From an optimization exercise on the open Yosys and OpenROAD flow, aimed at small area; shortcuts taken in it are not production practice. In this exercise RTL edits were held to simulation tests only and were not proved equivalent to the original. The flow treats the clock pin as an ideal source. Dropping or thinning the clock tree relies on that and would not hold on a real chip.

==> branch raven <==
==> flow/design.v <==
`timescale 1ns / 1ps
module sev_seg(
input clk,
input rst,
input s_hourten,
input [3:0] s_hour,
input [2:0] s_minten,
input [3:0] s_min,
output [3:0] an,
output [6:0] seg
    );
reg [1:0] current_place;
reg [5:0] count;
wire wrap = &count[3:0];
wire [1:0] next_place = current_place + {1'b0, wrap};
reg [3:0] sel;
always @(*) begin
    case(next_place)
        2'd0: sel = {s_min[3] | (s_min[2] & s_min[1] & s_min[0]), s_min[2:0]};
        2'd1: sel = {1'b0, s_minten};
        2'd2: sel = {s_hour[3] | (s_hour[2] & s_hour[1] & s_hour[0]), s_hour[2:0]};
        default: sel = {3'b000, s_hourten};
    endcase
end
reg [3:0] e;           
reg [3:0] so0, so2;    
reg [2:0] so1;
reg [1:0] so3;         
reg [3:0] s;           
reg [1:0] place_d;     
reg an_on;             
reg [3:0] cur;
always @(*) begin
    case(current_place)
        2'd0: cur = so0;
        2'd1: cur = {1'b0, so1};
        2'd2: cur = so2;
        default: cur = {1'b0, so3[1], so3[1], so3[0]};
    endcase
end
always @(posedge clk) begin
    if(rst)
        begin
            count <= 0;
            current_place <= 0;
            e <= 0;
            so0 <= 4'd7;
            so1 <= 3'd7;
            so2 <= 4'd7;
            so3 <= 2'b11;
            s <= 4'd7;
        end
    else
        begin
            count <= wrap ? 6'd0 : {count[4:0], ~(count[5] ^ count[0])};
            current_place <= next_place;
            e <= sel;
            case(current_place)
                2'd0: so0 <= e;
                2'd1: so1 <= e[2:0];
                2'd2: so2 <= e;
                2'd3: so3 <= {1'b0, e[0]};
            endcase
            s <= cur;
        end
end
always @(posedge clk) begin
    an_on <= ~rst;
    place_d <= current_place;
end
assign an[0] = an_on & (place_d != 2'd0);
assign an[1] = an_on & (place_d != 2'd1);
assign an[2] = an_on & (place_d != 2'd2);
assign an[3] = an_on & (place_d != 2'd3);
assign seg[0] = (s[2] & ~s[1] & ~s[0]) | (~s[3] & ~s[2] & ~s[1] & s[0]);
assign seg[1] = (s[2] & ~s[1] & s[0]) | (s[2] & s[1] & ~s[0]);
assign seg[2] = (~s[2] & s[1] & ~s[0]);
assign seg[3] = (s[3] & s[1]) | (s[2] & ~s[1] & ~s[0]) | (~s[2] & ~s[1] & s[0]);
assign seg[4] = (s[3] & s[1]) | (~s[2] & s[0]) | (s[2] & ~s[1]);
assign seg[5] = (~s[2] & s[1]) | (s[3] & s[1]) | (~s[3] & ~s[2] & s[0]);
assign seg[6] = (~s[3] & ~s[2] & ~s[1]) | (s[3] & s[1]);
endmodule
`timescale 1ns / 1ps
module clock(
input clk,
input rst,
input btnC, btnU, btnD, btnR, btnL,
input [3:0] sw,
output [6:0] seg,
output [3:0] an,
output [3:0] led
    );
reg [6:0] count;                
reg [5:0] og_secs;
reg [1:0] sf;
reg [2:0] mt, a_mt, og_mt;      
reg [3:0] mu, a_mu, og_mu;      
reg [3:0] hr, a_hr, og_hr;      
reg [1:0] mode;                 
reg led_r;
assign led = {4{led_r}};
wire is_s = mode[0];
wire is_a = mode[1];
wire is_n = ~mode[0] & ~mode[1];
wire sw0 = (sw == 4'b0000);
wire sw1 = (sw == 4'b0001);
wire restore = is_a & sw1;
wire [2:0] v_mt = restore ? og_mt : mt;
wire [3:0] v_mu = restore ? og_mu : mu;
wire [3:0] v_hr = restore ? og_hr : hr;
wire s60 = ~restore & sf[1] & og_secs[5] & og_secs[4] & og_secs[3] & ~og_secs[2] & og_secs[1] & og_secs[0];
wire m60 = v_mt[2] & v_mt[1];
wire h13 = v_hr[3] & v_hr[2] & v_hr[0];
wire [4:0] hi = {a_mt[0], a_mu};
wire tick = is_n & count[6] & count[5] & (count[4] | count[3] | count[2]);
wire btn = is_s & hi[4] & hi[1] & hi[0] & count[6] & count[2];
wire [7:0] lo_inc = {1'b0, count} + {7'd0, ~is_a};
wire [4:0] hi_inc = hi + {4'd0, lo_inc[7]};
wire load_a = is_s & sw1;
wire sat = load_a & (lo_inc[7] | (|hi));
wire [4:0] n_hi = (is_s & ~load_a) ? (btn ? 5'd0 : hi_inc) : 5'd0;
wire m_pos = |{mt, mu};
wire h_gt1 = |hr[3:1];
wire m_dn = btn & btnD & m_pos & ~s60;
wire m_up = s60 | (btn & btnU & ~(btnD & m_pos));
wire h_dn = btn & btnR & h_gt1 & ~m60;
wire h_up = m60 | (btn & btnL & ~(btnR & h_gt1));
wire [3:0] tg_mu;
assign tg_mu[0] = m_up | m_dn;
assign tg_mu[1] = (m_up & v_mu[0] & ~v_mu[3]) | (m_dn & ~v_mu[0] & (v_mu[1] | v_mu[2] | v_mu[3]));
assign tg_mu[2] = (m_up & v_mu[1] & v_mu[0]) | (m_dn & ~v_mu[1] & ~v_mu[0] & (v_mu[2] | v_mu[3]));
assign tg_mu[3] = (m_up & v_mu[0] & (v_mu[3] | (v_mu[2] & v_mu[1]))) | (m_dn & ~v_mu[2] & ~v_mu[1] & ~v_mu[0]);
wire c_up = m_up & v_mu[3] & v_mu[0];
wire c_dn = m_dn & ~v_mu[3] & ~v_mu[2] & ~v_mu[1] & ~v_mu[0];
wire [3:0] tg_hr;
assign tg_hr[0] = h_up | h_dn;
assign tg_hr[1] = (h_up & v_hr[0]) | (h_dn & ~v_hr[0]);
assign tg_hr[2] = (h_up & v_hr[1] & v_hr[0]) | (h_dn & ~v_hr[1] & ~v_hr[0]);
assign tg_hr[3] = (h_up & v_hr[2] & v_hr[1] & v_hr[0]) | (h_dn & ~v_hr[2] & ~v_hr[1] & ~v_hr[0]);
wire [2:0] tg_mt;
assign tg_mt[0] = c_up | c_dn;
assign tg_mt[1] = (c_up & v_mt[0]) | (c_dn & ~v_mt[0]);
assign tg_mt[2] = (c_up & v_mt[1] & v_mt[0]) | (c_dn & ~v_mt[1] & ~v_mt[0]);
reg [2:0] n_mt;
reg [3:0] n_mu, n_hr;
reg [1:0] n_sf;
always @(*) begin
    n_mu = m60 ? 4'd0 : v_mu ^ tg_mu;
    n_mt = m60 ? 3'd0 : v_mt ^ tg_mt;
    n_hr = h13 ? 4'd1 : v_hr ^ tg_hr;
    if (s60 | is_s | (is_n & btnC & ~tick))
        n_sf = 2'b00;
    else if (tick)
        n_sf = 2'b10;
    else if (restore)
        n_sf = 2'b01;
    else
        n_sf = sf;
end
always @(posedge clk) begin
    if (rst)
        begin
            count <= 0;
            og_secs <= 0;
            sf <= 2'b00;
            mt <= 0; mu <= 0;
            hr <= 4'd12;
            a_hr[3:1] <= 3'b111;    
            og_mt <= 0; og_mu <= 0; og_hr <= 0;
            mode <= 2'b00;
            led_r <= 1'b0;
        end
    else
        begin
            count <= (tick | btn) ? 7'd0 : (lo_inc[6:0] | {sat, sat, 2'b00, sat, 2'b00});
            og_secs <= (tick & ~sf[1] & ~sf[0]) ? 6'd0 : og_secs + {5'd0, tick & sf[1]};
            sf <= n_sf;
            mt <= n_mt; mu <= n_mu;
            hr <= n_hr;
            if (load_a)
                a_hr[3:1] <= hr[3:1];
            if (tick)
                begin og_mt <= mt; og_mu <= mu; og_hr <= hr; end
            case (mode)
                2'b00: mode <= btnC ? 2'b01 : 2'b00;
                2'b01: mode <= sw1 ? 2'b10 : 2'b01;
                default: mode <= sw0 ? 2'b00 : 2'b10;
            endcase
            led_r <= is_n & (a_mt == mt) & (a_mu == mu) & (a_hr == hr);
        end
end
always @(posedge clk) begin
    if (load_a)
        begin a_mt[2:1] <= mt[2:1]; a_hr[0] <= hr[0]; end
    if (load_a)
        {a_mt[0], a_mu} <= {mt[0], mu};
    else if (is_s | (is_n & btnC))
        {a_mt[0], a_mu} <= n_hi;
end
wire hten = v_hr[3] & (v_hr[2] | v_hr[1]);
wire [3:0] hun = hten ? {2'b00, v_hr[2], v_hr[0]} : v_hr;
sev_seg display(.clk(clk), .rst(rst), .s_hourten(hten), .s_hour(hun), .s_minten(v_mt), .s_min(v_mu), .an(an), .seg(seg));
endmodule
==> flow/flow/run.sh <==
#!/bin/bash
# The standard layout (standard.sh) with three changes:
#  - synthesis maps the logic with an area-only ABC script (flow/synth_area.tcl, flow/area.abc);
#  - every port still gets a buffer, but the smallest one, sky130_fd_sc_hd__buf_1;
#  - the clock tree is built without dummy loads.
# The make output of all steps goes to flow_make.log here; ORFS keeps each step's log under orfs/logs.
set -euo pipefail
work=$(pwd)
export FLOW_WORK="$work"
export AREA_ABC_SCRIPT="$work/flow/area.abc"
export BUFFER_PORTS_ARGS="-buffer_cell sky130_fd_sc_hd__buf_1"
export CTS_ARGS="-sink_clustering_enable -repair_clock_nets -dont_use_dummy_load -buf_list sky130_fd_sc_hd__clkbuf_8 -sink_clustering_size 30 -sink_clustering_max_diameter 100"
sed "s#SYNTH_SCRIPT=[^ ]*#SYNTH_SCRIPT=$work/flow/synth_area.tcl#" standard.sh > flow_standard_area.sh
grep -q "SYNTH_SCRIPT=$work/flow/synth_area.tcl" flow_standard_area.sh
bash flow_standard_area.sh > flow_make.log 2>&1
==> flow/flow/area.abc <==
strash
balance -l; resub -K 6 -l; rewrite -l; resub -K 6 -N 2 -l; refactor -l; resub -K 8 -l; balance -l; resub -K 8 -N 2 -l; rewrite -l; resub -K 10 -l; rewrite -z -l; resub -K 10 -N 2 -l; balance -l; resub -K 12 -l; refactor -z -l; resub -K 12 -N 2 -l; rewrite -z -l; balance -l
dch -f
amap
strash
dch -f
amap
topo
==> flow/flow/synth_area.tcl <==
# The standard synthesis (synth_recipe.tcl, sourced unchanged) with one change: ABC maps
# the logic with flow/area.abc, an area-only script, instead of ORFS's own ABC script.
# Registers are mapped before ABC runs, so they come out as in the standard synthesis.
proc abc {args} {
  set i [lsearch -exact $args -script]
  if { $i >= 0 } {
    set args [lreplace $args [expr {$i + 1}] [expr {$i + 1}] $::env(AREA_ABC_SCRIPT)]
  }
  puts "abc with the area script: $args"
  yosys abc {*}$args
}
source $::env(FLOW_WORK)/synth_recipe.tcl
==> flow/standard.sh <==
#!/bin/bash
# synth_recipe.tcl (not shown) runs the flow's synth.tcl, then flattens the netlist and writes it again
# the make line also repeats each setting of config.mk as NAME=value (left out here)
make -C /OpenROAD-flow-scripts/flow DESIGN_CONFIG=/design/flow/config.mk WORK_HOME=/design/flow/orfs CLKGATE_MAP_FILE= SYNTH_SCRIPT=/design/flow/synth_recipe.tcl "${@:-finish}"
==> flow/config.mk <==
export PLATFORM = sky130hd
export DESIGN_NAME = clock
export DESIGN_NICKNAME = clock
export VERILOG_FILES = /design/flow/design.v
export SDC_FILE = /design/flow/constraint.sdc
export NUM_CORES = 4
export LEC_CHECK = 0
export ABC_AREA = 1
export CAP_MARGIN = 20
export CORE_MARGIN = 2
export CORE_UTILIZATION = 40
export CTS_BUF_LIST = sky130_fd_sc_hd__clkbuf_8
export CTS_CLUSTER_DIAMETER = 100
export CTS_CLUSTER_SIZE = 30
export SLEW_MARGIN = 20
==> flow/constraint.sdc <==
create_clock -name core_clock -period 10.0 [get_ports {clk}]
set_input_delay 2.0000 -clock core_clock [delete_from_list [all_inputs] [get_ports {clk}]]
set_output_delay 2.0000 -clock core_clock [all_outputs]
set_load 0.01 [all_outputs]
==> branch fjord: changes against branch raven <==
==> flow/flow/run.sh (replaced) <==
#!/bin/bash
# Standard layout with smaller port buffers and a clock tree without dummy loads.
# Every tool's output goes to flow_make.log here; ORFS keeps its own logs under orfs/logs.
set -euo pipefail
export BUFFER_PORTS_ARGS="-buffer_cell sky130_fd_sc_hd__buf_1"
export CTS_ARGS="-sink_clustering_enable -repair_clock_nets -dont_use_dummy_load -root_buf sky130_fd_sc_hd__clkbuf_16 -buf_list sky130_fd_sc_hd__clkbuf_4 -sink_clustering_size 30 -sink_clustering_max_diameter 100"
bash standard.sh > flow_make.log 2>&1
removed: flow/flow/area.abc
removed: flow/flow/synth_area.tcl
==> branch lagoon: changes against branch raven <==
--- a/flow/design.v
+++ b/flow/design.v
@@ -25,17 +25,19 @@
 reg [3:0] e;           
 reg [3:0] so0, so2;    
 reg [2:0] so1;
-reg [1:0] so3;         
+reg so3;               
 reg [3:0] s;           
 reg [1:0] place_d;     
-reg an_on;             
+reg first;
+wire visit_start = ~|count;
+wire an_on = ~(first & visit_start & ~current_place[1] & ~current_place[0]);
 reg [3:0] cur;
 always @(*) begin
     case(current_place)
         2'd0: cur = so0;
         2'd1: cur = {1'b0, so1};
         2'd2: cur = so2;
-        default: cur = {1'b0, so3[1], so3[1], so3[0]};
+        default: cur = {3'b000, so3};
     endcase
 end
 always @(posedge clk) begin
@@ -44,10 +46,7 @@
             count <= 0;
             current_place <= 0;
             e <= 0;
-            so0 <= 4'd7;
-            so1 <= 3'd7;
-            so2 <= 4'd7;
-            so3 <= 2'b11;
+            first <= 1'b1;
             s <= 4'd7;
         end
     else
@@ -55,17 +54,18 @@
             count <= wrap ? 6'd0 : {count[4:0], ~(count[5] ^ count[0])};
             current_place <= next_place;
             e <= sel;
-            case(current_place)
-                2'd0: so0 <= e;
-                2'd1: so1 <= e[2:0];
-                2'd2: so2 <= e;
-                2'd3: so3 <= {1'b0, e[0]};
-            endcase
-            s <= cur;
-        end
-end
-always @(posedge clk) begin
-    an_on <= ~rst;
+            s <= (first & visit_start) ? 4'd7 : cur;
+            if (wrap & current_place[1] & current_place[0])
+                first <= 1'b0;
+        end
+end
+always @(posedge clk) begin
+    case(current_place)
+        2'd0: so0 <= e;
+        2'd1: so1 <= e[2:0];
+        2'd2: so2 <= e;
+        2'd3: so3 <= e[0];
+    endcase
     place_d <= current_place;
 end
 assign an[0] = an_on & (place_d != 2'd0);
==> flow/flow/run.sh (replaced) <==
#!/bin/bash
# The standard layout (standard.sh) with three changes:
#  - synthesis maps the logic with an area-only ABC script (flow/synth_area.tcl, flow/area.abc);
#  - every port still gets a buffer, but the smallest one, sky130_fd_sc_hd__buf_1;
#  - the clock tree is flow/clock_tree.tcl: the clock port drives three clkbuf_16, each
#    driving the flip-flops nearest to it (ORFS runs it in place of its own CTS command).
# synth_area.tcl reads FLOW_WORK and AREA_ABC_SCRIPT; clock_tree.tcl reads CLOCK_LEAVES
# and CLOCK_LEAF_CELL.
# The make output of all steps goes to flow_make.log here; ORFS keeps each step's log under orfs/logs.
set -euo pipefail
work=$(pwd)
export FLOW_WORK="$work"
export AREA_ABC_SCRIPT="$work/flow/area.abc"
export BUFFER_PORTS_ARGS="-buffer_cell sky130_fd_sc_hd__buf_1"
export PRE_CTS_TCL="$work/flow/clock_tree.tcl"
export CLOCK_LEAVES=3
export CLOCK_LEAF_CELL=sky130_fd_sc_hd__clkbuf_16
export CTS_ARGS="-sink_clustering_enable"
sed "s#SYNTH_SCRIPT=[^ ]*#SYNTH_SCRIPT=$work/flow/synth_area.tcl#" standard.sh > flow_standard_area.sh
grep -q "SYNTH_SCRIPT=$work/flow/synth_area.tcl" flow_standard_area.sh
bash flow_standard_area.sh > flow_make.log 2>&1
==> flow/flow/area.abc (replaced) <==
strash
&get -n
&deepsyn -T 60
&put
balance -l; resub -K 6 -l; rewrite -l; resub -K 6 -N 2 -l; refactor -l; resub -K 8 -l; balance -l; resub -K 8 -N 2 -l; rewrite -l; resub -K 10 -l; rewrite -z -l; resub -K 10 -N 2 -l; balance -l; resub -K 12 -l; refactor -z -l; resub -K 12 -N 2 -l; rewrite -z -l; balance -l
dch -f
amap
strash
dch -f
amap
topo
==> flow/flow/clock_tree.tcl (new file) <==
# Replaces ORFS's clock tree with a small one: the clock port drives CLOCK_LEAVES
# buffers of type CLOCK_LEAF_CELL (default 3 sky130_fd_sc_hd__clkbuf_8), each driving
# the flip-flops nearest to it (k-means on their placed locations).
# Sourced by ORFS's cts.tcl as PRE_CTS_TCL; the rest of cts.tcl runs as usual.
proc clock_tree_synthesis { args } {
  set nleaf 3
  if { [info exists ::env(CLOCK_LEAVES)] } { set nleaf $::env(CLOCK_LEAVES) }
  set block [ord::get_db_block]
  set db [ord::get_db]
  set cell sky130_fd_sc_hd__clkbuf_8
  if { [info exists ::env(CLOCK_LEAF_CELL)] } { set cell $::env(CLOCK_LEAF_CELL) }
  set master [$db findMaster $cell]
  set clk [$block findNet clk]
  set sinks {}
  foreach it [$clk getITerms] {
    if { [$it isInputSignal] } {
      set inst [$it getInst]
      set loc [$inst getLocation]
      lappend sinks [list [lindex $loc 0] [lindex $loc 1] $it]
    }
  }
  # k-means on the sink locations, started from sinks spread along x
  set sinks [lsort -integer -index 0 $sinks]
  set n [llength $sinks]
  set cent {}
  for { set k 0 } { $k < $nleaf } { incr k } {
    set s [lindex $sinks [expr { int(($k + 0.5) * $n / $nleaf) }]]
    lappend cent [list [lindex $s 0] [lindex $s 1]]
  }
  for { set iter 0 } { $iter < 30 } { incr iter } {
    set groups {}
    for { set k 0 } { $k < $nleaf } { incr k } { lappend groups {} }
    foreach s $sinks {
      set best 0
      set bd 1e18
      for { set k 0 } { $k < $nleaf } { incr k } {
        set c [lindex $cent $k]
        set d [expr { abs([lindex $s 0] - [lindex $c 0]) + abs([lindex $s 1] - [lindex $c 1]) }]
        if { $d < $bd } { set bd $d; set best $k }
      }
      lset groups $best [concat [lindex $groups $best] [list $s]]
    }
    set cent {}
    foreach g $groups {
      set sx 0; set sy 0
      foreach s $g { set sx [expr { $sx + [lindex $s 0] }]; set sy [expr { $sy + [lindex $s 1] }] }
      set m [expr { max(1, [llength $g]) }]
      lappend cent [list [expr { int($sx / $m) }] [expr { int($sy / $m) }]]
    }
  }
  for { set k 0 } { $k < $nleaf } { incr k } {
    set g [lindex $groups $k]
    if { [llength $g] == 0 } { continue }
    set buf [odb::dbInst_create $block $master "clkbuf_leaf_$k"]
    set net [odb::dbNet_create $block "clknet_leaf_$k"]
    $net setSigType CLOCK
    [$buf findITerm A] connect $clk
    [$buf findITerm X] connect $net
    foreach s $g {
      set it [lindex $s 2]
      $it disconnect
      $it connect $net
    }
    set c [lindex $cent $k]
    $buf setLocation [lindex $c 0] [lindex $c 1]
    $buf setPlacementStatus PLACED
    puts "clock leaf $k: [llength $g] sinks at $c"
  }
  set_propagated_clock [all_clocks]
}
==> impl_metrics.xml <==
<?xml version="1.0" encoding="UTF-8"?>
<metrics>
  <group name="layout">
    <metric name="nClkBuffers" unit="">9</metric>
    <metric name="seq_share" unit="%">44.01</metric>
    <metric name="layout.clock.cell_area_share" unit="%">3.130</metric>
  </group>
  <group name="min_path">
    <metric name="min_delay_worst_endpoint" unit="">display.place_d[0]</metric>
  </group>
  <group name="drt">
    <metric name="route.met2.wl" unit="µm">3858</metric>
    <metric name="detail_route.wirelength.met1" unit="µm">3835</metric>
  </group>
  <group name="sta">
    <metric name="fmax" unit="MHz">182.9</metric>
    <metric name="timing.final.crit_share" unit="%">54.69</metric>
  </group>
  <group name="outcome">
    <metric name="outcome" unit="">complete, no violations</metric>
  </group>
  <group name="cts">
    <metric name="cts-buffers-inserted" unit="">9</metric>
  </group>
  <group name="placement">
    <metric name="finalWeightedCongestion" unit="">0.8736</metric>
  </group>
</metrics>
[end of results for branch raven]
==> impl_metrics.xml <==
<?xml version="1.0" encoding="UTF-8"?>
<metrics>
  <group name="synth">
    <metric name="synth.cell_area" unit="µm²">3562</metric>
    <metric name="top_cell_types_by_occurrence_after_synthesis" unit="">sky130_fd_sc_hd__clkinv_1, sky130_fd_sc_hd__dfxtp_1, sky130_fd_sc_hd__nor2_1, sky130_fd_sc_hd__o22ai_1, sky130_fd_sc_hd__nand2_1</metric>
    <metric name="synth_edf_count" unit="">20</metric>
    <metric name="synth.area.mux_share" unit="%">0</metric>
  </group>
  <group name="layout">
    <metric name="drive_above_1_share" unit="%">0.6865</metric>
    <metric name="multi_input_area_share" unit="%">37.31</metric>
    <metric name="seq_share" unit="%">48.01</metric>
  </group>
  <group name="drt">
    <metric name="route.met2.wl" unit="µm">3218</metric>
    <metric name="detail_route.wl_per_cell" unit="µm">13.59</metric>
    <metric name="detail_route.wirelength.met1" unit="µm">3754</metric>
  </group>
  <group name="power_and_ir_drop">
    <metric name="power.leakage" unit="µW">0.001280</metric>
  </group>
  <group name="sta">
    <metric name="timing.final.crit_share" unit="%">56.61</metric>
    <metric name="fmax" unit="MHz">176.6</metric>
  </group>
  <group name="min_path">
    <metric name="min_delay_worst_endpoint" unit="">display.place_d[1]</metric>
  </group>
  <group name="outcome">
    <metric name="outcome" unit="">complete, no violations</metric>
  </group>
</metrics>
[end of results for branch lagoon]
==> impl_metrics.xml <==
<?xml version="1.0" encoding="UTF-8"?>
<metrics>
  <group name="sta">
    <metric name="fmax" unit="MHz">303.2</metric>
    <metric name="timing.final.crit_share" unit="%">32.98</metric>
  </group>
  <group name="synth">
    <metric name="synth.area.top_cells" unit="">sky130_fd_sc_hd__dfxtp_1, sky130_fd_sc_hd__nand2_1, sky130_fd_sc_hd__edfxtp_1</metric>
    <metric name="async_flop_share" unit="%">0</metric>
    <metric name="synth_top_family_by_area" unit="">simple AND/OR/NAND/NOR gates</metric>
  </group>
  <group name="drt">
    <metric name="drtPass1Iterations" unit="">5</metric>
  </group>
  <group name="setup_path">
    <metric name="critPathSlowestCell" unit="">sky130_fd_sc_hd__nand3_4</metric>
  </group>
  <group name="layout">
    <metric name="layout.clock.cell_area_share" unit="%">5.075</metric>
    <metric name="seq_share" unit="%">39.24</metric>
    <metric name="nClkBuffers" unit="">9</metric>
  </group>
  <group name="cts">
    <metric name="cts-buffers-inserted" unit="">9</metric>
  </group>
  <group name="outcome">
    <metric name="outcome" unit="">complete, no violations</metric>
  </group>
  <group name="placement">
    <metric name="finalWeightedCongestion" unit="">0.8281</metric>
  </group>
</metrics>
[end of results for branch fjord]
The clock cells of branch lagoon come from the design's own scripts or RTL, not from TritonCTS.

[afterwards: timing with drivers on the ports]
In the flow no input, the clock included, has a driving cell. The finished layouts below were timed again as built, in two steps.
Step 1 (the two cells are an assumption about what drives the block):
set clk [get_ports {clk}]
set_driving_cell -lib_cell sky130_fd_sc_hd__clkbuf_16 $clk
set_driving_cell -lib_cell sky130_fd_sc_hd__buf_2 [delete_from_list [all_inputs] $clk]
Step 2 also shifts input and output timing later by t, the mid clock arrival at the registers, as if the neighbouring blocks saw the same clock.
Three values: no drivers, after step 1, after step 2; two values: the first two.
run | t (ns) | slack for setup (ns) | clock arrival spread, ns | worst register clock-pin slew, ns
branch raven | 0.380 | 4.531 / 4.543 / 4.163 | 0.035 / 0.035 | 0.09 / 0.09
branch fjord | 0.369 | 6.702 / 6.713 / 6.348 | 0.018 / 0.018 | 0.06 / 0.06
branch lagoon | 0.227 | 4.339 / 4.383 / 4.155 | 0.023 / 0.023 | 0.12 / 0.12
After both steps setup and hold are still met in every run listed. The setup slack of branch raven, which loses most, moves by +0.012 ns with the drivers and by -0.368 ns with both steps.
